This is an optimization exercise on Yosys and OpenROAD, whose aim is small area, a short achievable clock period and few clock cycles per item, not a production implementation.
No functional check of the RTL was part of any run shown here.

$ cat flow/run.sh
#!/bin/bash
# synth_recipe.tcl (not shown) runs the flow's synth.tcl, then flattens the netlist and writes it again
# the make line also repeats each setting of config.mk as NAME=value (left out here)
make -C /OpenROAD-flow-scripts/flow DESIGN_CONFIG=/design/flow/config.mk WORK_HOME=/design/flow/orfs CLKGATE_MAP_FILE= SYNTH_SCRIPT=/design/flow/synth_recipe.tcl finish
$ cat flow/design.v
module fac (
  input x,
  input y,
  input c_in,
  output z,
  output c_out
);
  assign z = x ^ y ^ c_in;
  assign c_out = x & y | x & c_in | y & c_in;
endmodule
module rca8 (
  input [7:0]x,
  input [7:0]y,
  input c_in,
  output [7:0]z,
  output c_out
);
  generate
    wire intern_carry[6:0];
    genvar i;
    for(i = 0 ; i < 8 ; i = i + 1) begin: instances
      if(i == 0)
        fac inst(.x(x[0]), .y(y[0]), .c_in(c_in), .z(z[0]), .c_out(intern_carry[0]));
      else if(i == 7)
        fac inst(.x(x[7]), .y(y[7]), .c_in(intern_carry[6]), .z(z[7]), .c_out(c_out));
      else
        fac inst(.x(x[i]), .y(y[i]), .c_in(intern_carry[i-1]), .z(z[i]), .c_out(intern_carry[i]));
    end
  endgenerate
endmodule
module csea_level (
  input [7:0]x,
  input [7:0]y,
  input previous_c_out,
  output [7:0]z,
  output next_c_out
);
  wire [7:0]z_0;
  wire [7:0]z_1;
  wire c_out_0;
  wire c_out_1;
  rca8 adder_0 (
    .x(x),
    .y(y),
    .c_in(1'b0),
    .z(z_0),
    .c_out(c_out_0)
  );
  rca8 adder_1 (
    .x(x),
    .y(y),
    .c_in(1'b1),
    .z(z_1),
    .c_out(c_out_1)
  );
  mux2to1 #(.w(8)) sum_mux (
    .in_0(z_0),
    .in_1(z_1),
    .sel(previous_c_out),
    .out(z)
  );
  mux2to1 #(.w(1)) carry_mux (
    .in_0(c_out_0),
    .in_1(c_out_1),
    .sel(previous_c_out),
    .out(next_c_out)
  );
endmodule
module ml_csea_8 #(parameter w = 64)(
  input [w-1:0]x,
  input [w-1:0]y,
  input c_in,
  output [w-1:0]z
);
  generate
    wire [((w-1)/8 - 1):0]intern_carry;
    genvar i;
    for(i = 0 ; i < (w-1)/8 ; i = i + 1) begin: instances
      if(i == 0)
        rca8 adder( .x(x[7:0]), .y(y[7:0]), .c_in(c_in), .z(z[7:0]), .c_out(intern_carry[0]) );
      else if(i == (w-1)/8 - 1)
      begin
        csea_level ml_adder( .x(x[w-2:w-9]), .y(y[w-2:w-9]), .previous_c_out(intern_carry[(w-1)/8 - 2]), .z(z[w-2:w-9]), .next_c_out(intern_carry[(w-1)/8 - 1]) );
        fac adder( .x(x[w-1]), .y(y[w-1]), .c_in(intern_carry[(w-1)/8 - 1]), .z(z[w-1]), .c_out() );
      end
      else
        csea_level ml_adder( .x(x[8*i+7:8*i]), .y(y[8*i+7:8*i]), .previous_c_out(intern_carry[i-1]), .z(z[8*i+7:8*i]), .next_c_out(intern_carry[i]) );
    end
  endgenerate
endmodule
module mux2to1 #(parameter w = 1)(
  input [w-1:0]in_0,
  input [w-1:0]in_1,
  input sel,
  output [w-1:0]out
);
  assign out = sel ? in_1 : in_0;
endmodule
module mux4to1 #(parameter w = 64)(
  input [w-1:0]in_0,
  input [w-1:0]in_1,
  input [w-1:0]in_2,
  input [w-1:0]in_3,
  input [1:0]sel,
  output reg [w-1:0]out
);
  always @(*) begin
    case(sel)
      2'b00: out = in_0;
      2'b01: out = in_1;
      2'b10: out = in_2;
      default: out = in_3;
    endcase
  end
endmodule
module mux8to1 #(parameter w = 64) ( 
  input [w-1:0]in_0,
  input [w-1:0]in_1,
  input [w-1:0]in_2,
  input [w-1:0]in_3,
  input [w-1:0]in_4,
  input [w-1:0]in_5,
  input [w-1:0]in_6,
  input [w-1:0]in_7,
  input [2:0]sel,
  output reg [w-1:0]out
);
  always @(*) begin
    case(sel)
      3'b000: out = in_0;
      3'b001: out = in_1;
      3'b010: out = in_2;
      3'b011: out = in_3;
      3'b100: out = in_4;
      3'b101: out = in_5;
      3'b110: out = in_6;
      default: out = in_7;
    endcase
  end
endmodule
module bitwise_and (
  input in_0,
  input in_1,
  output and_
);
  assign and_ = in_0 & in_1;
endmodule
module bitwise_nand (
  input in_0,
  input in_1,
  output nand_
);
  assign nand_ = ~(in_0 & in_1);
endmodule
module bitwise_or (
  input in_0,
  input in_1,
  output or_
);
  assign or_ = in_0 | in_1;
endmodule
module bitwise_nor (
  input in_0,
  input in_1,
  output nor_
);
  assign nor_ = ~(in_0 | in_1);
endmodule
module bitwise_xor (
  input in_0,
  input in_1,
  output xor_
);
  assign xor_ = in_0 ^ in_1;
endmodule
module bitwise_xnor (
  input in_0,
  input in_1,
  output xnor_
);
  assign xnor_ = ~(in_0 ^ in_1);
endmodule
module bitwise_not (
  input in,
  output not_
);
  assign not_ = ~in;
endmodule
module and_wordgate #(parameter w = 64)(
  input [w-1:0]in_0,
  input [w-1:0]in_1,
  output [w-1:0]AND
);
  generate
    genvar i;
    for(i = 0 ; i < w ; i = i + 1) begin: and_gates
      bitwise_and gate(.in_0(in_0[i]), .in_1(in_1[i]), .and_(AND[i]));
    end
  endgenerate
endmodule
module nand_wordgate #(parameter w = 64)(
  input [w-1:0]in_0,
  input [w-1:0]in_1,
  output [w-1:0]NAND
);
  generate
    genvar i;
    for(i = 0 ; i < w ; i = i + 1) begin: nand_gates
      bitwise_nand gate(.in_0(in_0[i]), .in_1(in_1[i]), .nand_(NAND[i]));
    end
  endgenerate
endmodule
module or_wordgate #(parameter w = 64)(
  input [w-1:0]in_0,
  input [w-1:0]in_1,
  output [w-1:0]OR
);
  generate
    genvar i;
    for(i = 0 ; i < w ; i = i + 1) begin: or_gates
      bitwise_or gate(.in_0(in_0[i]), .in_1(in_1[i]), .or_(OR[i]));
    end
  endgenerate
endmodule
module nor_wordgate #(parameter w = 64)(
  input [w-1:0]in_0,
  input [w-1:0]in_1,
  output [w-1:0]NOR
);
  generate
    genvar i;
    for(i = 0 ; i < w ; i = i + 1) begin: nor_gates
      bitwise_nor gate(.in_0(in_0[i]), .in_1(in_1[i]), .nor_(NOR[i]));
    end
  endgenerate
endmodule
module xor_wordgate #(parameter w = 64)(
  input [w-1:0]in_0,
  input [w-1:0]in_1,
  output [w-1:0]XOR
);
  generate
    genvar i;
    for(i = 0 ; i < w ; i = i + 1) begin: xor_gates
      bitwise_xor gate(.in_0(in_0[i]), .in_1(in_1[i]), .xor_(XOR[i]));
    end
  endgenerate
endmodule
module xnor_wordgate #(parameter w = 64)(
  input [w-1:0]in_0,
  input [w-1:0]in_1,
  output [w-1:0]XNOR
);
  generate
    genvar i;
    for(i = 0 ; i < w ; i = i + 1) begin: xnor_gates
      bitwise_xnor gate(.in_0(in_0[i]), .in_1(in_1[i]), .xnor_(XNOR[i]));
    end
  endgenerate
endmodule
module not_wordgate #(parameter w = 64)(
  input [w-1:0]in,
  output [w-1:0]NOT
);
  generate
    genvar i;
    for(i = 0 ; i < w ; i = i + 1) begin: not_gates
      bitwise_not gate(.in(in[i]), .not_(NOT[i]));
    end
  endgenerate
endmodule
module logic_unit (
  input [63:0]in_0,
  input [63:0]in_1,
  input [2:0]sel,
  output [63:0]out
);
  wire [63:0]and_out;
  wire [63:0]nand_out;
  wire [63:0]or_out;
  wire [63:0]nor_out;
  wire [63:0]xor_out;
  wire [63:0]xnor_out;
  wire [63:0]not_out;
  and_wordgate uut_and (
    .in_0(in_0),
    .in_1(in_1),
    .AND(and_out)
  );
  nand_wordgate uut_nand (
    .in_0(in_0),
    .in_1(in_1),
    .NAND(nand_out)
  );
  or_wordgate uut_or (
    .in_0(in_0),
    .in_1(in_1),
    .OR(or_out)
  );
  nor_wordgate uut_nor (
    .in_0(in_0),
    .in_1(in_1),
    .NOR(nor_out)
  );
  xor_wordgate uut_xor (
    .in_0(in_0),
    .in_1(in_1),
    .XOR(xor_out)
  );
  xnor_wordgate uut_xnor (
    .in_0(in_0),
    .in_1(in_1),
    .XNOR(xnor_out)
  );
  not_wordgate uut_not (
    .in(sel[0] ? in_1 : in_0),
    .NOT(not_out)
  );
  mux8to1 uut_mux (
    .in_0(and_out),
    .in_1(nand_out),
    .in_2(or_out),
    .in_3(nor_out),
    .in_4(xor_out),
    .in_5(xnor_out),
    .in_6(not_out),
    .in_7(not_out),
    .sel(sel),
    .out(out)
  );
endmodule
module sll (
  input [127:0]in,
  output [127:0]out
);
  assign out = {in[126:0], 1'b0};
endmodule
module srl (
  input [127:0]in,
  output [127:0]out
);
  assign out = {1'b0, in[127:1]};
endmodule
module sla (
  input [127:0]in,
  output [127:0]out
);
  assign out = {in[126:0], 1'b0};
endmodule
module sra (
  input [127:0]in,
  output [127:0]out
);
  assign out = {in[127], in[127:1]};
endmodule
module rotl (
  input [127:0]in,
  output [127:0]out
);
  assign out = {in[126:0], in[127]};
endmodule
module rotr (
  input [127:0]in,
  output [127:0]out
);
  assign out = {in[0], in[127:1]};
endmodule
module shift_rotate_unit (
  input [127:0]in,
  input [2:0]sel,
  output [127:0]out
);
  wire [127:0]sll_out;
  wire [127:0]srl_out;
  wire [127:0]sla_out;
  wire [127:0]sra_out;
  wire [127:0]rotl_out;
  wire [127:0]rotr_out;
  sll uut_sll (
    .in(in),
    .out(sll_out)
  );
  srl uut_srl (
    .in(in),
    .out(srl_out)
  );
  sla uut_sla (
    .in(in),
    .out(sla_out)
  );
  sra uut_sra (
    .in(in),
    .out(sra_out)
  );
  rotl uut_rotl (
    .in(in),
    .out(rotl_out)
  );
  rotr uut_rotr (
    .in(in),
    .out(rotr_out)
  );
  mux8to1 #(.w(128)) uut_mux (
    .in_0(sll_out),
    .in_1(srl_out),
    .in_2(sla_out),
    .in_3(sra_out),
    .in_4(rotl_out),
    .in_5(rotr_out),
    .in_6(128'b0),
    .in_7(128'b0),
    .sel(sel),
    .out(out)
  );
endmodule
module reg_M #(parameter w = 64)(
  input clk,
  input rst_b,
  input c0,
  input [w-1:0]inbus,
  output reg [w-1:0]q
);
  always@(posedge clk or negedge rst_b) begin
    if(!rst_b)
      q <= 0;
    else if(c0)
      q <= inbus;
  end
endmodule
module reg_A #(parameter w = 65)(
  input clk,
  input rst_b,
  input c0,
  input c2,
  input c10,
  input c5,
  input c8,
  input Q_msb,
  input [w-1:0]sum,
  output reg [w-2:0]outbus,
  output reg [w-1:0]q
);
  always@(posedge clk or negedge rst_b) begin
    if(!rst_b) 
      q <= 0;
    else if(c0)
      q <= 0;
    else if(c2)
      q <= sum;
    else if(c10)
      q <= {q[w-1], q[w-1:1]};
    else if(c8)
      q <= {q[w-2:0], Q_msb};
  end
  always @(*) begin
    if(c5) 
      outbus = q[w-2:0];
    else 
      outbus = {(w-1){1'b0}};
  end
endmodule
module reg_Q #(parameter w = 64)(
  input clk,
  input rst_b,
  input c1,
  input c10,
  input c6,
  input c8,
  input c9,
  input [w-1:0]inbus,
  input A_lsb,
  output reg [w-1:0]outbus,
  output reg [w-1:0]q
);
  always @(posedge clk or negedge rst_b) begin
    if(!rst_b)
      q <= 0;
    else if (c1)
      q <= inbus;
    else if(c10)
      q <= {A_lsb, q[w-1:1]};
    else if(c8)
      q <= {q[w-2:0], 1'b0};
    else if(c9)
      q[0] <= 1;
  end
  always @(*) begin
    if(c6) 
      outbus = q;
    else 
      outbus = {w{1'b0}};
  end
endmodule
module reg_Q_1(
  input clk,
  input rst_b,
  input c0,
  input c4,
  input Q_lsb,
  output reg q
);
  always @(posedge clk or negedge rst_b) begin
    if(!rst_b)
      q <= 0;
    else if(c0)
      q <= 0;
    else if(c4)
      q <= Q_lsb;
  end
endmodule
module counter (
  input clk,
  input rst_b,
  input c0,
  input c4,
  output count63
);
  reg [5:0]count;
  always@(posedge clk or negedge rst_b) begin
    if(!rst_b) 
      count <= 0;
    else if(c0)
      count <= 0;
    else if(c4)
      count <= count + 1;
  end
  assign count63 = count[0] & count[1] & count[2] & count[3] & count[4] & count[5];
endmodule
  module control_unit(
  input clk,
  input rst_b,
  input bgn,
  input [1:0]opcode,
  input q_1,
  input q0,
  input a64,
  input count63,
  output reg c0,
  output reg c1,
  output reg c2,
  output reg c3,
  output reg c4,
  output reg c5,
  output reg c6,
  output reg c7,
  output reg c8,
  output reg c9,
  output reg c10,
  output reg stop
);
  localparam ADDITION = 2'b00;
  localparam SUBSTRACTION = 2'b01;
  localparam MULTIPLICATION = 2'b10;
  localparam DIVISION = 2'b11;
  localparam S0 = 4'b0000;
  localparam S1_A = 4'b0001;
  localparam S2_A = 4'b0010;
  localparam S3_A = 4'b0011;
  localparam S4_A = 4'b0100;
  localparam S1_S = 4'b0001;
  localparam S2_S = 4'b0010;
  localparam S3_S = 4'b0011;
  localparam S4_S = 4'b0100;
  localparam S1_M = 4'b0001;
  localparam S2_M = 4'b0010;
  localparam S3_M = 4'b0011;
  localparam S4_M = 4'b0100;
  localparam S5_M = 4'b0101;
  localparam S6_M = 4'b0110;
  localparam S7_M = 4'b0111;
  localparam S8_M = 4'b1000;
  localparam S1_D = 4'b0001;
  localparam S2_D = 4'b0010;
  localparam S3_D = 4'b0011;
  localparam S4_D = 4'b0100;
  localparam S5_D = 4'b0101;
  localparam S7_D = 4'b0111;
  localparam S8_D = 4'b1000;
  reg [3:0] st;
  reg [3:0] st_nxt;
  always@(*) begin
    stop = 0;
    c0 = 0;
    c1 = 0;
    c2 = 0;
    c3 = 0;
    c4 = 0;
    c5 = 0;
    c6 = 0;
    c7 = 0;
    c8 = 0;
    c9 = 0;
    c10 = 0;
    st_nxt = S0;
    case(opcode)
      ADDITION:
      begin
        c7 = 1;
        case(st)
        S0: 
        begin 
          if(bgn) 
            st_nxt = S1_A;
          else 
            st_nxt = S0;
        end
        S1_A:
        begin
          c0 = 1;
          st_nxt = S2_A;
        end
        S2_A:
        begin
          c1 = 1;
          st_nxt = S3_A;
        end
        S3_A:
        begin
          c2 = 1;
          st_nxt = S4_A;
        end
        S4_A:
        begin
          c5 = 1;
          stop = 1;
          st_nxt = S0;
        end
        default:
          st_nxt = S0;
        endcase
      end
      SUBSTRACTION:
      begin
        c7 = 1;
        case(st)
        S0: 
        begin 
          if(bgn) 
            st_nxt = S1_S;
          else 
            st_nxt = S0;
        end
        S1_S:
        begin
          c0 = 1;
          st_nxt = S2_S;
        end
        S2_S:
        begin
          c1 = 1;
          st_nxt = S3_S;
        end
        S3_S:
        begin
          c2 = 1;
          c3 = 1;
          st_nxt = S4_S;
        end
        S4_S:
        begin
          c5 = 1;
          stop = 1;
          st_nxt = S0;
        end
        default:
          st_nxt = S0;
        endcase
      end
      MULTIPLICATION:
      begin
        case(st)
        S0: 
        begin 
          if(bgn) 
            st_nxt = S1_M;
          else 
            st_nxt = S0;
          end
        S1_M:
        begin
          c0 = 1;
          st_nxt = S2_M;
        end 
        S2_M: 
        begin 
          c1 = 1; 
          st_nxt = S8_M;
        end
        S8_M: 
        begin 
          if(q0 == 0 && q_1 == 1)
            st_nxt = S3_M;
          else if(q0 == 1 && q_1 == 0) 
            st_nxt = S4_M;
          else 
            st_nxt = S5_M;   
        end
        S3_M: 
        begin
          c2 = 1;
          st_nxt = S5_M;
        end
        S4_M: 
        begin
          c2 = 1;
          c3 = 1;
          st_nxt = S5_M;
        end
        S5_M:
        begin
          c4 = 1;
          c10 = 1;
          if(count63 == 0)
            st_nxt = S8_M;
          else 
            st_nxt = S6_M;
        end    
        S6_M: 
        begin
          c5 = 1;
          st_nxt = S7_M;
        end  
        S7_M:
        begin
          c6 = 1;
          stop = 1;
          st_nxt = S0;
        end
        default:
          st_nxt = S0;
        endcase
      end
      DIVISION:
      begin
        case(st)
        S0: 
        begin 
          if(bgn) 
            st_nxt = S1_D;
          else 
            st_nxt = S0;
        end
        S1_D:
        begin
          c0 = 1;
          st_nxt = S2_D;
        end
        S2_D:
        begin
          c1 = 1;
          st_nxt = S3_D;
        end
        S3_D:
        begin
          c8 = 1;
          st_nxt = S4_D;
        end
        S4_D:
        begin
          c2 = 1;
          c3 = 1;
          st_nxt = S5_D;
        end
        S5_D:
        begin
          c4 = 1;
          if(a64)
            c2 = 1;
          else
            c9 = 1;
          if(!count63)
            st_nxt = S3_D;
          else
            st_nxt = S7_D;
        end
        S7_D:
        begin
          c5 = 1;
          st_nxt = S8_D;
        end
        S8_D:
        begin
          c6 = 1;
          stop = 1;
          st_nxt = S0;
        end
        default:
          st_nxt = S0;
      endcase
    end
    endcase
  end
  always@(posedge clk or negedge rst_b) begin
    if(!rst_b)
      st <= S0;
    else 
      st <= st_nxt;
  end
endmodule
module arithmetic_unit (
  input clk,
  input bgn,
  input rst_b,
  input [1:0]opcode,  
  input [63:0]inbus,
  output stop, 
  output [63:0]outbus
);
  wire c0;
  wire c1;
  wire c2;
  wire c3;
  wire c4;
  wire c5;
  wire c6;
  wire c7;
  wire c8;
  wire c9;
  wire c10;
  wire q_1;
  wire count63;
  wire [63:0]M;
  wire [64:0]A;
  wire [63:0]Q;
  wire [64:0]M_ext;
  wire [64:0]out_parallel;
  wire [64:0]out_xor;
  wire [63:0]outbus_A;
  wire [63:0]outbus_Q;
  reg_M  uut_M (
    .clk(clk),
    .rst_b(rst_b),
    .c0(c0), 
    .inbus(inbus), 
    .q(M)
  );
  reg_A uut_A (
    .clk(clk), 
    .rst_b(rst_b), 
    .c0(c0), 
    .c2(c2), 
    .c10(c10), 
    .c5(c5), 
    .c8(c8),
    .sum(out_parallel), 
    .Q_msb(Q[63]),
    .q(A), 
    .outbus(outbus_A)
  );
  reg_Q uut_Q (
    .clk(clk), 
    .rst_b(rst_b), 
    .c1(c1), 
    .c10(c10), 
    .c6(c6), 
    .c8(c8),
    .c9(c9),
    .A_lsb(A[0]), 
    .inbus(inbus), 
    .q(Q),
    .outbus(outbus_Q)
  );
  reg_Q_1 uut_Q_1 (
    .clk(clk), 
    .rst_b(rst_b), 
    .c0(c0), 
    .c4(c4), 
    .Q_lsb(Q[0]), 
    .q(q_1)
  );
  counter uut_counter (
    .clk(clk), 
    .rst_b(rst_b), 
    .c0(c0), 
    .c4(c4), 
    .count63(count63)
  );
  control_unit uut_control_unit ( 
    .clk(clk), 
    .rst_b(rst_b), 
    .bgn(bgn), 
    .opcode(opcode),
    .q_1(q_1), 
    .q0(Q[0]), 
    .count63(count63),
    .a64(A[64]),
    .c0(c0), 
    .c1(c1), 
    .c2(c2), 
    .c3(c3), 
    .c4(c4), 
    .c5(c5), 
    .c6(c6), 
    .c7(c7),
    .c8(c8),
    .c9(c9),
    .c10(c10),
    .stop(stop)
  );
  assign M_ext = {~opcode[0] & M[63], M};
  xor_wordgate #(.w(65)) uut_xor (
    .in_0({65{c3}}), 
    .in_1(M_ext), 
    .XOR(out_xor)
  );
  ml_csea_8 #(.w(65)) uut_adder (
    .x(out_xor), 
    .y(c7 ? {1'b0, Q} : A), 
    .c_in(c3), 
    .z(out_parallel)
  );
  assign outbus = outbus_A | outbus_Q;
endmodule
module ALU_64 (
  input clk,
  input rst_b,
  input bgn,
  input [63:0]in_0,
  input [63:0]in_1,
  input [4:0]sel,
  output stop,
  output [63:0]out
);
  wire [63:0]out_arithmetic;
  wire [63:0]out_logic;
  wire [127:0]out_shift;
  arithmetic_unit uut_arithmetic (
    .clk(clk),
    .bgn(bgn),
    .rst_b(rst_b),
    .opcode(sel[1:0]),
    .inbus(in_0),
    .stop(stop),
    .outbus(out_arithmetic)
  );
  logic_unit uut_logic (
    .in_0(in_0),
    .in_1(in_1),
    .sel(sel[2:0]),
    .out(out_logic)
  );
  shift_rotate_unit uut_shift (
    .in({in_1, in_0}),
    .sel(sel[2:0]),
    .out(out_shift)
  );
  mux4to1 uut_mux (
    .in_0(out_arithmetic),
    .in_1(out_logic),
    .in_2(out_shift[63:0]),
    .in_3({64{1'b0}}),
    .sel(sel[4:3]),
    .out(out)
  );
endmodule
$ cat flow/constraint.sdc
create_clock -name core_clock -period 7.0 [get_ports {clk}]
set_input_delay 1.4000 -clock core_clock [delete_from_list [all_inputs] [get_ports {clk}]]
set_output_delay 1.4000 -clock core_clock [all_outputs]
set_load 0.01 [all_outputs]
$ cat flow/config.mk
export PLATFORM = sky130hd
export DESIGN_NAME = ALU_64
export DESIGN_NICKNAME = ALU_64
export VERILOG_FILES = /design/flow/design.v
export SDC_FILE = /design/flow/constraint.sdc
export NUM_CORES = 4
export LEC_CHECK = 0
export CAP_MARGIN = 20
export CORE_MARGIN = 2
export CORE_UTILIZATION = 40
export PLACE_DENSITY = 0.6
export SLEW_MARGIN = 20
==> flow_summary_export.csv, run 1 <==
group,metric,value,unit
placement,io_buffer_count,200,
grt,grt_pass1_wl,109000,um
placement,dp_cells,3456,
clock_network,clock-sinks,204,
critical_path,start_kind,"primary input",
clock_network,cts_setup_buffers,0,
die,dieArea,0.0564,mm2
yosys,synthesis.nets,3036,
placement,gp_congestion,0.855,
sta,tightest_slew,1.12,ns
sta,postLayoutSetupSlackWorst,0.325,ns
grt,overflow,0,
critical_path,crit_fanout,6,
sta,final-max-slew-violation-count,0,
yosys,synth_edf_count,0,
placement,dp_worst_setup_slack,-0.373,ns
clock_network,root_buffer,"clkbuf_16",
finish,antenna_cells,0,
critical_path,worstSetupPathType,"primary input to register",
sta,rsz0062_at_grt,"no",
clock_network,h-tree-depth,1,
finish,instances_no_fill,3502,
critical_path,slowest_stage,"fa_2",
die,die-width,238,um
grt,grt_pass1_vias,20700,
clock_network,cts_buffers,25,
route,drtIter0Drc,1873,
yosys,synth_area,0.0218,mm2
placement,hpwl,46200,um
sta,final.setup.tns,0,ns
sta,layout_min_cycle_time,6.68,ns
yosys,synth_warnings,10,
die,coreArea,0.0539,mm2
critical_path,slowest_delay,0.41,ns
finish,layout_common_cells,"nand2_1, inv_1, o21ai_0",
route,dr.pass1.iters,10,
clock_network,clk_path_buf_depth,3,
route,drc,0,
route,vias_per_cell,5.89,
die,die_height,238,um
finish,final_common_cell,"nand2_1",
die,start_util,0.405,
clock_network,clkLatencyLatePin,0.55,ns
worst_hold_path,hold_path_class,"register to register",
yosys,avgSynthCellArea,8.08,um2
finish,fin_util,0.473,
route,ant_nets,0,
critical_path,arrival,7.11,ns
yosys,synth_area_leaders,"dfrtp_1, ha_1, mux2i_1",
sta,hold_violations,0,
critical_path,cp_num_buf_inv,3,
critical_path,cp-end-kind,"register",
sta,slew_headroom,0.256,
clock_network,cts_tree,"yes",
finish,drive_above_1_share,0.0991,
die,rows,85,
critical_path,path_delay_family,"adder cells",
finish,area_delta_synth_final,16.9,%
clock_network,clk_pin_slew_worst_paths,0.06,ns
yosys,synth.distinct_cells,70,
yosys,synth_seq_area_share,0.234,
status,status,"complete, no violations",
critical_path,cp.required,7.43,ns
sta,skew,0.0138,ns
die,io_pins,201,
yosys,synth_top_cell_area_share,0.234,
grt,grt_max_degree,164,
finish,nets,3124,
yosys,ys.flop_type,"dfrtp_1",
yosys,synth_cells,2700,
critical_path,cp_common_cell,"fa_2",
route,wl,67900,um
yosys,yosysTopAreaCell,"dfrtp_1",
yosys,async_flop_share,1.00,
route,avgRoutedWirePerCell,19.4,um
run,max_cap_viol_count,0,
yosys,synth-seq-cells,204,
grt,grt_antenna_before_repair,0,
sta,fmax,150,MHz
grt,grt_usage,0.234,
sta,setup_viol,0,
route,vias,20600,
sta,post-route-period-util,0.954,
what timing repair did:
item	in CTS	in global routing
hold buffers	0	0
hold endpoints to repair	0	0
setup endpoints to repair	0	10
resized for setup	0	6
cell type report:
type / instances / area (um2)
clock inverter: 5 / 31.3
sequential: 204 / 5100
fill: 5102 / 28400
multi-input combinational: 2043 / 15200
tap: 696 / 871
inverter: 253 / 950
clock buffer: 40 / 772
timing repair buffer: 261 / 2540
cell families after synthesis:
kind of cell | synth area share
AO/OA/AOI/OAI | 0.224
XOR/XNOR | 0.0750
adder cells (fa/ha/maj) | 0.117
buffers and inverters | 0.0793
flip-flops | 0.234
multiplexers | 0.128
AND/OR/NAND/NOR | 0.143
flip-flops by register name, summed over array words and instances (netlist names):
signal	flops
uut_arithmetic.uut_M.q	64
uut_arithmetic.uut_Q_1.q	1
uut_arithmetic.uut_A.q	65
uut_arithmetic.uut_counter.count	6
uut_arithmetic.uut_control_unit.st	4
uut_arithmetic.uut_Q.q	64
worst paths after layout:
check / slack [ns] / start / endpoint / depth (start not counted)
hold / removal: 0.53 / uut_arithmetic.uut_M.q[41]$_DFFE_PN0P_ / uut_arithmetic.uut_M.q[41]$_DFFE_PN0P_ / 1
max in group asynchronous: 4.91 / rst_b / uut_arithmetic.uut_control_unit.st[2]$_DFF_PN0_ / 2
setup reg to reg: 0.52 / uut_arithmetic.uut_control_unit.st[1]$_DFF_PN0_ / uut_arithmetic.uut_A.q[47]$_DFFE_PN0P_ / 24
hold reg to reg: 0.53 / uut_arithmetic.uut_M.q[41]$_DFFE_PN0P_ / uut_arithmetic.uut_M.q[41]$_DFFE_PN0P_ / 1
setup / recovery: 0.32 / sel[1] / uut_arithmetic.uut_A.q[47]$_DFFE_PN0P_ / 25
min in group asynchronous: 0.79 / rst_b / uut_arithmetic.uut_Q.q[35]$_DFFE_PN0P_ / 1
metrics by stage:
stage / hold slack (ns) / cell area (um2)
final: 0.531 / 25500
after global routing: 0.545 / 25500
after CTS: 0.534 / 25400
after detailed placement: 0.518 / 24600
after global placement: 0.513 / 24600
after floorplan: 0.492 / 22100
Yosys cell counts, types with 9 or more instances:
library cell	instances
nand2_1	372
ha_1	193
nor2b_1	9
xnor2_1	150
nand3_1	15
nor3_1	12
or2_2	20
o221ai_1	68
buf_2	9
a22oi_1	65
buf_1	36
o21ai_0	226
a221o_1	24
o22ai_1	19
mux2_2	103
inv_1	253
dfrtp_1	204
xor2_1	35
clkbuf_1	152
and3_1	64
a21oi_1	135
a222oi_1	90
mux2i_1	156
nand2b_1	73
o21bai_1	9
nor2_1	82
metal layers:
| metal | up-vias | GRT usage | share of wire |
|---|---|---|---|
| met5 | - | 0 | 0 |
| met4 | 0 | 0.0678 | 0.020 |
| met2 | 657 | 0.386 | 0.46 |
| met3 | 77 | 0.0345 | 0.066 |
| li1 | 9776 | - | - |
| met1 | 10100 | 0.317 | 0.45 |
==> inputs of run 2 (changes only) <==
--- a/flow/design.v
+++ b/flow/design.v
@@ -921,35 +921,191 @@
   output stop,
   output [63:0]out
 );
-  wire [63:0]out_arithmetic;
-  wire [63:0]out_logic;
-  wire [127:0]out_shift;
-  arithmetic_unit uut_arithmetic (
-    .clk(clk),
-    .bgn(bgn),
-    .rst_b(rst_b),
-    .opcode(sel[1:0]),
-    .inbus(in_0),
-    .stop(stop),
-    .outbus(out_arithmetic)
-  );
-  logic_unit uut_logic (
-    .in_0(in_0),
-    .in_1(in_1),
-    .sel(sel[2:0]),
-    .out(out_logic)
-  );
-  shift_rotate_unit uut_shift (
-    .in({in_1, in_0}),
-    .sel(sel[2:0]),
-    .out(out_shift)
-  );
-  mux4to1 uut_mux (
-    .in_0(out_arithmetic),
-    .in_1(out_logic),
-    .in_2(out_shift[63:0]),
-    .in_3({64{1'b0}}),
-    .sel(sel[4:3]),
-    .out(out)
-  );
+  localparam S_IDLE = 3'd0;
+  localparam S_LDX  = 3'd1;
+  localparam S_LDY  = 3'd2;
+  localparam S_RUN  = 3'd3;    
+  localparam S_DIV  = 3'd4;    
+  localparam S_CORR = 3'd5;    
+  localparam S_HI   = 3'd6;
+  localparam S_LAST = 3'd7;
+  reg [2:0] st;
+  reg [1:0] op;        
+  reg [6:0] cnt_a;     
+  reg [6:0] cnt_b;     
+  reg       out_q;     
+  reg [6:0] lx;
+  reg [1:0] kx;
+  reg [63:0] M;
+  reg [64:0] A;
+  reg [63:0] Q;
+  reg        q1;
+  wire is_mul = (op == 2'b10);
+  wire is_div = (op == 2'b11);
+  wire [7:0]  g_nz;
+  wire [23:0] g_lz;
+  genvar g;
+  generate
+    for (g = 0; g < 8; g = g + 1) begin : lzg
+      wire [7:0] b = in_0[63-8*g -: 8];
+      assign g_nz[g] = |b;
+      assign g_lz[3*g +: 3] = b[7] ? 3'd0 : b[6] ? 3'd1 : b[5] ? 3'd2 : b[4] ? 3'd3 :
+                              b[3] ? 3'd4 : b[2] ? 3'd5 : b[1] ? 3'd6 : 3'd7;
+    end
+  endgenerate
+  reg [6:0] lz;
+  integer i;
+  always @(*) begin
+    lz = 7'd64;
+    for (i = 7; i >= 0; i = i - 1)
+      if (g_nz[i]) lz = {1'b0, i[2:0], g_lz[3*i +: 3]};
+  end
+  wire fit16 = (&in_0[63:15]) | ~(|in_0[63:15]);
+  wire fit32 = (&in_0[63:31]) | ~(|in_0[63:31]);
+  wire fit48 = (&in_0[63:47]) | ~(|in_0[63:47]);
+  wire [1:0] kz = fit16 ? 2'd0 : fit32 ? 2'd1 : fit48 ? 2'd2 : 2'd3;
+  wire       swap  = (kz < kx);                        
+  wire [1:0] kmin  = swap ? kz : kx;
+  wire [6:0] qb    = (lx == 7'd64) ? 7'd64 :
+                     (lx >= lz) ? (lx - lz + 7'd1) : 7'd0;
+  wire [6:0] r_div = (qb + 7'd1) & 7'b1111110;
+  wire [2:0] bd = {Q[1], Q[0], q1};
+  wire b_zero = (bd == 3'b000) | (bd == 3'b111);
+  wire b_neg  = Q[1];
+  wire b_two  = (bd == 3'b011) | (bd == 3'b100);
+  wire s_ldy  = (st == S_LDY);
+  wire s_run  = (st == S_RUN);
+  wire s_div  = (st == S_DIV);
+  wire s_corr = (st == S_CORR);
+  wire mul_fast = is_mul & (cnt_b == 7'd0);
+  wire div_fast = is_div & (cnt_b >= 7'd16);
+  wire fast     = s_run & (mul_fast | div_fast);
+  wire [65:0] add_p = s_ldy ? {2'b00, in_0 & {64{~is_mul}}} :
+                      s_div ? {A, Q[63]} :
+                              {A[64], A};
+  wire use_m  = s_ldy ? ~op[1] :
+                s_run ? (is_mul & ~b_zero) :
+                        1'b1;
+  wire use_2m = s_run & b_two;
+  wire [65:0] b_mag = ~use_m ? 66'd0 :
+                      use_2m ? {M[63], M, 1'b0} :
+                      is_mul ? {M[63], M[63], M} : {2'b00, M};
+  wire add_inv = s_ldy ? (~op[1] & op[0]) :
+                 s_run ? (b_neg & ~b_zero) :
+                 s_div ? ~A[64] :
+                         1'b0;
+  wire [66:0] sum_c = {add_p, 1'b1} + {b_mag ^ {66{add_inv}}, add_inv};
+  wire [65:0] sum = sum_c[66:1];
+  wire [6:0] dec_a = (s_run & fast & is_mul) ? 7'd8 : 7'd1;
+  wire [6:0] dec_b = div_fast ? 7'd16 : is_div ? 7'd2 : {6'd0, cnt_b != 7'd0};
+  always @(posedge clk or negedge rst_b) begin
+    if (!rst_b) begin
+      st    <= S_IDLE;
+      op    <= 2'b00;
+      out_q <= 1'b0;
+    end else begin
+      case (st)
+        S_IDLE: if (bgn) begin
+          st <= S_LDX;
+          op <= sel[1:0];
+        end
+        S_LDX: st <= S_LDY;
+        S_LDY: st <= ~op[1] ? S_LAST : (is_div & (r_div == 7'd0)) ? S_HI : S_RUN;
+        S_RUN: begin
+          if (is_mul) begin
+            if (cnt_a == dec_a) st <= S_HI;
+          end else begin
+            if (cnt_b == dec_b) st <= S_DIV;
+          end
+        end
+        S_DIV: if (cnt_a == 7'd1) st <= sum[65] ? S_CORR : S_HI;
+        S_CORR: st <= S_HI;
+        S_HI: begin
+          st    <= S_LAST;
+          out_q <= 1'b1;
+        end
+        default: begin
+          st    <= S_IDLE;
+          out_q <= 1'b0;
+        end
+      endcase
+    end
+  end
+  always @(posedge clk) begin
+    case (st)
+      S_LDX: begin
+        lx <= lz;
+        kx <= kz;
+      end
+      S_LDY: begin
+        cnt_a <= is_div ? r_div : 7'd32;
+        cnt_b <= is_div ? r_div : ({5'd0, kmin} + 7'd1) << 3;
+      end
+      S_RUN: begin
+        if (is_mul) cnt_a <= cnt_a - dec_a;
+        cnt_b <= cnt_b - dec_b;
+      end
+      S_DIV: cnt_a <= cnt_a - 7'd1;
+      default: ;
+    endcase
+  end
+  always @(posedge clk) begin
+    case (st)
+      S_LDX: M <= in_0;
+      S_LDY: begin
+        A  <= sum[64:0];
+        q1 <= 1'b0;
+        if (is_mul & ~swap) begin
+          Q <= M;
+          M <= in_0;
+        end else begin
+          Q <= in_0 & {64{~is_div}};
+        end
+      end
+      S_RUN: begin
+        if (fast) begin
+          A <= {{16{A[64]}}, A[64:16]};
+          Q <= {A[15:0], Q[63:16]};
+        end else begin
+          A  <= {sum[65], sum[65:2]};
+          Q  <= {sum[1:0], Q[63:2]};
+          q1 <= Q[1];
+        end
+      end
+      S_DIV: begin
+        A <= sum[64:0];
+        Q <= {Q[62:0], ~sum[65]};
+      end
+      S_CORR: A <= sum[64:0];
+      default: ;
+    endcase
+  end
+  assign stop = (st == S_LAST);
+  wire [63:0] out_arith = out_q ? Q : A[63:0];
+  reg [3:0] t;
+  always @(*) begin
+    case (sel[2:0])
+      3'd0: t = 4'b1000;
+      3'd1: t = 4'b0111;
+      3'd2: t = 4'b1110;
+      3'd3: t = 4'b0001;
+      3'd4: t = 4'b0110;
+      3'd5: t = 4'b1001;
+      3'd6: t = 4'b0011;
+      default: t = 4'b0101;
+    endcase
+  end
+  wire en_l  = (sel[4:3] == 2'b01);
+  wire en_sl = (sel[4:3] == 2'b10) & ~sel[0] & ~(sel[2] & sel[1]);
+  wire en_sr = (sel[4:3] == 2'b10) & sel[0] & ~(sel[2] & sel[1]);
+  wire en_ar = (sel[4:3] == 2'b00);
+  wire [3:0] te = t & {4{en_l}};
+  wire [63:0] sl_src = {in_0[62:0], sel[2] & in_1[63]};
+  wire [63:0] sr_src = {in_1[0], in_0[63:1]};
+  wire [63:0] lut = ( in_0 &  in_1 & {64{te[3]}}) |
+                    ( in_0 & ~in_1 & {64{te[2]}}) |
+                    (~in_0 &  in_1 & {64{te[1]}}) |
+                    (~in_0 & ~in_1 & {64{te[0]}});
+  assign out = lut | (sl_src & {64{en_sl}}) | (sr_src & {64{en_sr}}) |
+               (out_arith & {64{en_ar}});
 endmodule
==> run 2 against run 1 <==
Compared with the run above:
- area after synthesis is 6.5% higher
- wire length grew 67%
- critical path type unchanged
- largest cell class unchanged
- highest routed layer is now met5
==> flow_summary_export.csv, run 2 <==
group,metric,value,unit
yosys,synth_seq_area_share,0.287,
sta,slew_headroom,0.281,
finish,nets,3516,
clock_network,root_buffer,"clkbuf_16",
route,wl,113000,um
finish,instances_no_fill,4075,
yosys,synth_warnings,1,
critical_path,start_kind,"primary input",
clock_network,clock-sinks,223,
sta,setup_viol,0,
grt,grt_usage,0.365,
yosys,yosysTopAreaCell,"edfxtp_1",
yosys,synth_area,0.0232,mm2
clock_network,cts_setup_buffers,0,
status,status,"complete, no violations",
yosys,yosysMostFrequentCell,"nand2_1",
worst_hold_path,holdPathStages,2,
finish,antenna_cells,0,
die,rows,88,
sta,hold_violations,0,
placement,gp_congestion,1.04,
finish,largest_register_ffs,65,
yosys,synthesis.nets,3418,
route,drtIter0Drc,3827,
sta,fmax,152,MHz
route,ant_nets,0,
critical_path,rr_endpoint,"A[64]$_DFFE_PP_",
grt,grt_pass1_vias,24600,
run,max_cap_viol_count,0,
die,die-width,245,um
finish,final_common_cell,"nand2_1",
route,drc,0,
finish,reg.largest.list,"A: 65 flops, M: 64 flops, Q: 64 flops",
sta,skew,0.0247,ns
clock_network,h-tree-depth,1,
yosys,avgSynthCellArea,7.29,um2
route,vias,26800,
clock_network,cts_tree,"yes",
clock_network,clk_path_buf_depth,3,
critical_path,rr_worst_depth,18,
clock_network,clkLatencyLatePin,0.62,ns
critical_path,crit_fanout,2,
critical_path,slowest_delay,0.45,ns
grt,grt_pass1_wl,165000,um
yosys,synth-seq-cells,223,
placement,dp_cells,4017,
worst_hold_path,worstHoldStart,"cnt_a[6]$_DFFE_PP_",
die,io_pins,201,
die,die_height,245,um
yosys,synthTopCellsByCount,"nand2_1, nor2_1, a21oi_1",
critical_path,slowest_stage,"clkdlybuf4s50_1",
placement,dp_worst_setup_slack,-0.287,ns
grt,grt_antenna_before_repair,1,
sta,post-route-period-util,0.938,
sta,final-max-slew-violation-count,0,
sta,whs,0.610,ns
die,dieArea,0.0600,mm2
finish,layout_common_cells,"nand2_1, nor2_1, a21oi_1",
die,start_util,0.403,
yosys,synth_top_cell_area_share,0.280,
clock_network,cts_buffers,31,
grt,grt_max_degree,82,
clock_network,cts_hold_buf,0,
critical_path,worstSetupPathType,"primary input to register",
critical_path,arrival,7.01,ns
critical_path,reg2reg_from,"Q[0]$_DFFE_PP_",
clock_network,clk_pin_slew_worst_paths,0.06,ns
sta,tightest_slew,1.08,ns
yosys,synth_edf_count,217,
finish,drive_above_1_share,0.0873,
finish,area_delta_synth_final,18.4,%
critical_path,cp.required,7.45,ns
yosys,synth_area_leaders,"edfxtp_1, nand2_1, a21oi_1",
sta,postLayoutSetupSlackWorst,0.436,ns
route,avgRoutedWirePerCell,27.8,um
critical_path,rrSetupSlack,0.94,ns
sta,layout_min_cycle_time,6.56,ns
critical_path,cp-end-kind,"register",
critical_path,cp_common_cell,"inv_1",
route,vias_per_cell,6.57,
die,coreArea,0.0576,mm2
worst_hold_path,min_to,"cnt_a[6]$_DFFE_PP_",
yosys,async_flop_share,0.0269,
placement,io_buffer_count,200,
sta,rsz0062_at_grt,"no",
yosys,ys.flop_type,"edfxtp_1",
route,dr.pass1.iters,9,
placement,hpwl,83600,um
yosys,synth.distinct_cells,76,
finish,largest-register,"A",
yosys,synth_cells,3187,
worst_hold_path,hold_path_class,"register to register",
grt,overflow,0,
-- run 2: changes by cell type in the layout (fill, tap and decap cells not counted), sizes merged, moves of 69 or more --
cell,delta
a21oi,+178
mux2i,-122
dfrtp,-198
nand3,+69
a31oi,+133
nand2,+230
edfxtp,+217
mux2,-69
o211ai,+99
inv,-193
buf,+93
ha,-102
xnor2,-98
nor2,+318
-- run 2: how the worst max path moves through the flow --
stage,start,end,slack [ns]
2_1_floorplan,in_0[6],st[0]$_DFFE_PN0P_,1.07
3_3_place_gp,in_0[15],st[0]$_DFFE_PN0P_,-0.17
3_5_place_dp,in_0[1],st[0]$_DFFE_PN0P_,-0.29
4_1_cts,in_0[1],st[0]$_DFFE_PN0P_,0.32
5_1_grt,in_0[15],st[0]$_DFFE_PN0P_,0.02
6_report,in_0[15],st[0]$_DFFE_PN0P_,0.44
-- run 2: logic make-up (layout without fill, tap and decap cells) --
logic type | count (synthesis) | after routing | synth area share
mux | 72 | 72 | 0.0330
xor+xnor | 149 | 149 | 0.0562
compound gates | 1066 | 1066 | 0.295
fa+ha+maj | 95 | 95 | 0.0525
flops | 223 | 223 | 0.287
buf+inv | 352 | 475 | 0.0571
simple gates | 1230 | 1230 | 0.220
-- run 2: final cells by class --
cell class,count,area (um2)
Sequential cell,223,6670
Inverter,60,225
Clock buffer,42,857
Fill cell,5749,30100
Clock inverter,16,178
Tap cell,765,957
Timing Repair Buffer,357,3240
Multi-Input combinational cell,2612,15400
-- run 2: per-stage QoR --
stage	utilization	area, um2	TNS [ns]
final	0.478	27500	0
after global routing	0.478	27500	0
after CTS	0.477	27500	0
after detailed placement	0.459	26500	-0.889
after global placement	0.459	26500	-0.416
after floorplan	-	23200	0
-- run 2: timing repair --
action                     CTS  global route
hold endpoints to repair     0             0
gates resized for setup      0             5
setup endpoints to repair    0             4
-- run 2: routing by layer --
layer  wire (um)  part of all wire  track usage  vias to the layer above
li1            -                 -            -                    11800
met1       43400              0.38        0.472                    12600
met2       51000              0.45        0.583                     1918
met3       11500              0.10       0.0576                      373
met4        7610             0.067        0.202                        2
met5          11          0.000097            0                        -
-- run 2: worst max-delay path: cells and delay by family --
family	cells	cell delay, ns
and+or+nand+nor	7	1.37
AOI/OAI and AO/OA	11	2.10
buffers and inverters	5	0.83
xor gates and xnor gates	3	0.45
adders and majority gates	3	0.85

-- what the ideal ports hide --
The flow's constraints put no driver on any port. The routed layouts listed below were extracted and timed again, unchanged, in two steps.
Step 1 sets driving cells, clkbuf_16 on the clock port and buf_2 on the other inputs (assumed; they add their load-dependent delay and slew).
Step 2 moves the port delays by t, midway between the first and last clock arrival at a register: inputs arrive t later, outputs are due t later. That takes back most of the time a late clock gives input paths.
a / b / c = ideal ports / drivers / drivers and shift; a / b = the first two.
| run | t, ns | setup WS [ns] | hold slack, ns | slew at the worst register clock pin (ns) |
|---|---|---|---|---|
| run 1 | 0.598 | 0.325 / 0.283 / -0.285 | 0.531 / 0.531 / 0.531 | 0.06 / 0.06 |
| run 2 | 0.669 | 0.436 / 0.475 / -0.193 | 0.610 / 0.610 / 0.610 | 0.07 / 0.07 |
With both steps, setup timing fails in run 1 and run 2, where it was met with ideal ports. The setup slack of run 2, which loses most, moves by +0.039 ns with the drivers and by -0.629 ns with both steps.
